What follows belongs to an exercise in optimizing a design on an open flow for small area and a short achievable clock period; a production flow would make more cautious choices. Only simulation tests tie the RTL to the original design; equivalence was not proved.

==> flow/design.v, too long to show whole: its modules and the start of the top module <==
// module tv80s: 120 lines
// module tv80_core: 1633 lines
// module tv80_mcode: 2181 lines
// module tv80_alu: 356 lines
// module tv80_reg: 41 lines
module tv80s ( 
  m1_n, mreq_n, iorq_n, rd_n, wr_n, rfsh_n, halt_n, busak_n, A, dout, 
  reset_n, clk, wait_n, int_n, nmi_n, busrq_n, di
  );
  // ...
==> flow/run.sh <==
#!/bin/bash
# synth_recipe.tcl (not shown) runs the flow's synth.tcl, then flattens the netlist and writes it again
# the make line also repeats each setting of config.mk as NAME=value (left out here)
make -C /OpenROAD-flow-scripts/flow DESIGN_CONFIG=/design/flow/config.mk WORK_HOME=/design/flow/orfs CLKGATE_MAP_FILE= SYNTH_SCRIPT=/design/flow/synth_recipe.tcl finish
==> flow/config.mk <==
export PLATFORM = sky130hd
export DESIGN_NAME = tv80s
export DESIGN_NICKNAME = tv80s
export VERILOG_FILES = /design/flow/design.v
export SDC_FILE = /design/flow/constraint.sdc
export NUM_CORES = 4
export LEC_CHECK = 0
export CAP_MARGIN = 20
export CORE_MARGIN = 2
export CORE_UTILIZATION = 40
export SETUP_SLACK_MARGIN = 3.0
export SLEW_MARGIN = 20
==> flow/constraint.sdc <==
create_clock -name core_clock -period 10.5 [get_ports {clk}]
set_input_delay 2.1000 -clock core_clock [delete_from_list [all_inputs] [get_ports {clk}]]
set_output_delay 2.1000 -clock core_clock [all_outputs]
set_load 0.01 [all_outputs]
==> results_dict.tcl, run 1 <==
set metrics [dict create \
    status "finished clean" \
    multi_input_area_sq_mm 0.0237 \
    synthSimpleGateAreaFrac_pct 18.6 \
    ioPinCount 46 \
    ys_warn_count 5 \
    synth_edf_count 170 \
    clock_buffers 68 \
    async_reset_ff_share_pct 62.4 \
    tightest_slew_ps 1270 \
    drtPass1Iterations 7 \
    seq_share_pct 29.3 \
    slowest_delay_ps 1060 \
    num_vias 42200 \
    rsz0062_at_grt "false" \
    first_iter_violations 6434 \
    synth_mux_area_share_pct 7.95 \
    post-place-ws_ps 3000 \
    ys_top_cells_by_area "dfrtp_1 14%, edfxtp_1 14%, nand2_1 5.5%" \
    setup_slack_ps 3350 \
    fin_tns_setup_ps 0 \
    worstPathArrival_ps 7680 \
    r2r-end "i_tv80_core.i_reg.RegsH[2][4]" \
    min_period_ps 7150 \
    ys_types 101 \
    ys.flop_type "dfrtp_1" \
    cp_num_cells 14 \
    multi_input_area_share_pct 56.7 \
    mostFrequentLayoutCell "nand2_1" \
]
==> run 2: changes to the inputs <==
--- a/flow/config.mk
+++ b/flow/config.mk
@@ -10,3 +10,2 @@
 export CORE_UTILIZATION = 40
-export SETUP_SLACK_MARGIN = 3.0
 export SLEW_MARGIN = 20
==> run 2 against run 1 <==
Net effect:
- still clean
- die area is the same
- final cell count stayed put
- clock-buffer cell count stayed put
- final area unchanged
- first-iteration DRC count unchanged
- sequential cell count stayed put
- utilization unchanged
- synthesized cell count stayed put
- sequential share of layout area did not move
- non-clock buffer count is the same
- critical path type unchanged
- largest cell class unchanged
- highest routed layer unchanged
==> results_dict.tcl, run 2 <==
set metrics [dict create \
    post-place-ws_ps 3000 \
    die_h_um 311 \
    path_clk_slew_ps 50 \
    num_vias 42200 \
    h-tree-depth 2 \
    final.setup_skew_ps 36.6 \
    antenna_found_initial 13 \
    yosysSeqAreaShare_pct 32.5 \
    maxCapViolCount 0 \
    ant_nets 0 \
    synth_top_area_share_pct 14.2 \
    gr-total-overflow 0 \
    crit_slowest_cell "nor4_1" \
    syn_area_sq_mm 0.0376 \
    synthCells 4657 \
    multi_input_area_sq_mm 0.0237 \
    wire_per_inst_um 35.5 \
    drc 0 \
    mostFrequentLayoutCell "nand2_1" \
    min_period_ps 7150 \
    reg2reg_from "i_tv80_core.F[0]" \
    finalSetupViolations 0 \
    crit_chain "clkdlybuf4s50_1, a21oi_1, o211ai_1, nand2_1, buf_4, nand2_1, nor4_1, buf_4, a211oi_1, nand4_1, or2_1, nor2_2, or4b_1, o221a_1" \
    rsz0062_at_grt "false" \
    r2r_cells 21 \
    layout_common_cells "552 x nand2_1, 480 x nor2_1, 390 x a21oi_1" \
    met2_usage_pct 61.1 \
    cts_max_path_buffers 3 \
    clkLatencyLatePin_ps 660 \
    cts_root_buf "clkbuf_16" \
    gp_congestion 1.04 \
    syn-num-nets 4777 \
    viasPerCell 7.17 \
    postCtsHoldBufs 0 \
    synth_most_common_cell "nand2_1" \
    dpl_cell_area_sq_mm 0.0399 \
    grt_max_degree 137 \
    cts_tree "yes" \
    grt_most_used_layer "met2" \
    ys_top_cells_by_area "dfrtp_1 14%, edfxtp_1 14%, nand2_1 5.5%" \
    slew_viol_final 0 \
    startpoint_type "input pin" \
    wirelength_um 209000 \
    use_met3_pct 11.5 \
    clock_sinks 452 \
    start_util_pct 40.3 \
    ioPinCount 46 \
    dieArea_sq_mm 0.0966 \
    drtPass1Iterations 7 \
    grt_pass1_wl_um 294000 \
    synth_top_cells_by_count "555 x nand2_1, 489 x nor2_1, 390 x a21oi_1" \
    reg_top3 "i_tv80_core.i_reg.RegsH x64, i_tv80_core.i_reg.RegsL x64" \
    slowest_delay_ps 1060 \
    final_cell_area_sq_mm 0.0418 \
    worstHoldStart "i_tv80_core.Pre_XY_F_M[2]" \
    first_iter_violations 6434 \
    met1_usage_pct 54.2 \
    r2r-end "i_tv80_core.i_reg.RegsH[2][4]" \
    cts-resized-gates 0 \
    cp_max_fo 14 \
    synth_edf_count 170 \
    slew_headroom_pct 15.3 \
    seqCellArea_sq_mm 0.0123 \
    period_share_pct 68.1 \
    cts_made_buffers 54 \
    critPathKind "input pin to flop" \
    grt_pass1_vias 39000 \
    grt_use_total_pct 41.6 \
    nets 4705 \
    core_sq_mm 0.0933 \
    drive_above_1_share_pct 11.5 \
    port_buffers 44 \
    fin_hold_ws_ps 475 \
    max_freq_mhz 140 \
    cp.required_ps 11030 \
    ys_types 101 \
    worstSetupEndpointType "flop" \
    holdPathEnd "i_tv80_core.Pre_XY_F_M[2]" \
    ys.flop_type "dfrtp_1" \
    ys_warn_count 5 \
    dieWidth_um 311 \
    hpwlAfterDp_um 153000 \
    num_rows 112 \
    ys_ff_latch 452 \
    holdPathStages 2 \
    fin_tns_setup_ps 0 \
    post_cts_buffers 0 \
    ff2ff_setup_slack_ps 3380 \
    worstPathArrival_ps 7680 \
    syn2layout_area_growth_pct 11.0 \
    nFillCells 9381 \
    synth.avg_cell_area_sq_um 8.08 \
    synth.largest_area_cell "dfrtp_1" \
    hold_viol 0 \
    async_reset_ff_share_pct 62.4 \
    setup_slack_ps 3350 \
    min_path_type "flop to flop" \
    status "finished clean" \
    tightest_slew_ps 1270 \
]
-- run 2: cell counts in the layout (fill, tap and decap cells not counted) --
Identical to the previous run, type by type.
-- run 2: how the worst max path moves through the flow --
stage | startpoint | cells after the start | end | slack [ps]
6_report | di[1] | 14 | i_tv80_core.TStates_qA[0] | 3350
5_1_grt | i_tv80_core.F[0] | 21 | i_tv80_core.i_reg.RegsH[4][4] | 3100
4_1_cts | i_tv80_core.F[0] | 21 | i_tv80_core.i_reg.RegsH[2][4] | 3560
3_5_place_dp | di[7] | 12 | i_tv80_core.TStates_qA[0] | 3000
3_3_place_gp | di[7] | 12 | i_tv80_core.TStates_qA[0] | 3030
2_1_floorplan | i_tv80_core.ALU_Op_r[1] | 24 | i_tv80_core.F[2] | 4420
-- run 2: stage by stage --
stage          utilization (%)  cells
3_3_place_gp              42.7   5783
6_report                  44.8   5884
4_1_cts                   44.8   5883
5_1_grt                   44.8   5883
3_5_place_dp              42.7   5783
2_1_floorplan                -   4657
-- run 2: per-layer routing --
layer	up-vias	part of all wire [%]	routed length, um
met3	814	13	26100
met5	-	0.044	91
met2	3214	42	87100
li1	17600	-	-
met4	16	7.5	15600
met1	20500	38	80000
-- run 2: critical path, delay by kind of cell --
kind	cells	cell delay [ps]
buf+inv	3	1140
simple gates	7	3720
compound gates	4	680
-- run 2: cell type report --
class / count / share of cell area, %
multi-input combinational: 3725 / 56.7
sequential: 452 / 29.3
timing repair buffer: 241 / 4.64
tap: 1254 / 3.76
clock buffer: 68 / 3.55
inverter: 111 / 1.00
clock inverter: 32 / 0.979
antenna: 1 / 0.00599
-- run 2: logic make-up after synthesis --
kind of cell               share of synthesized area (%)
xor gates and xnor gates                            2.16
DFF                                                 32.5
buffers and inverters                               5.03
other                                            0.00996
and+or+nand+nor                                     18.6
AOI/OAI and AO/OA                                   30.0
adders and majority gates                           3.71
muxes                                               7.95

-- port drivers added, routing unchanged --
The flow's constraints put no driver on any port. The routed layouts listed below were extracted and timed again, unchanged, in two steps. Step 1 (the two cells are an assumption about what drives the block):
set clk [get_ports {clk}]
set_driving_cell -lib_cell sky130_fd_sc_hd__clkbuf_16 $clk
set_driving_cell -lib_cell sky130_fd_sc_hd__buf_2 [delete_from_list [all_inputs] $clk]
Step 2 also shifts input and output timing later by t, the mid clock arrival at the registers, as if the neighbouring blocks saw the same clock. a / b / c = no drivers / after step 1 / after step 2; a / b = the first two.
run | t, ns | setup WS [ns] | worst setup path after step 2 | clock arrival spread, ns | worst data-port slew with drivers (ns)
run 1 | 0.709 | 3.346 / 3.383 / 2.678 | input to register | 0.037 / 0.036 | 0.05
run 2 | 0.709 | 3.346 / 3.383 / 2.678 | input to register | 0.037 / 0.036 | 0.05
After both steps every run listed still meets setup and hold.
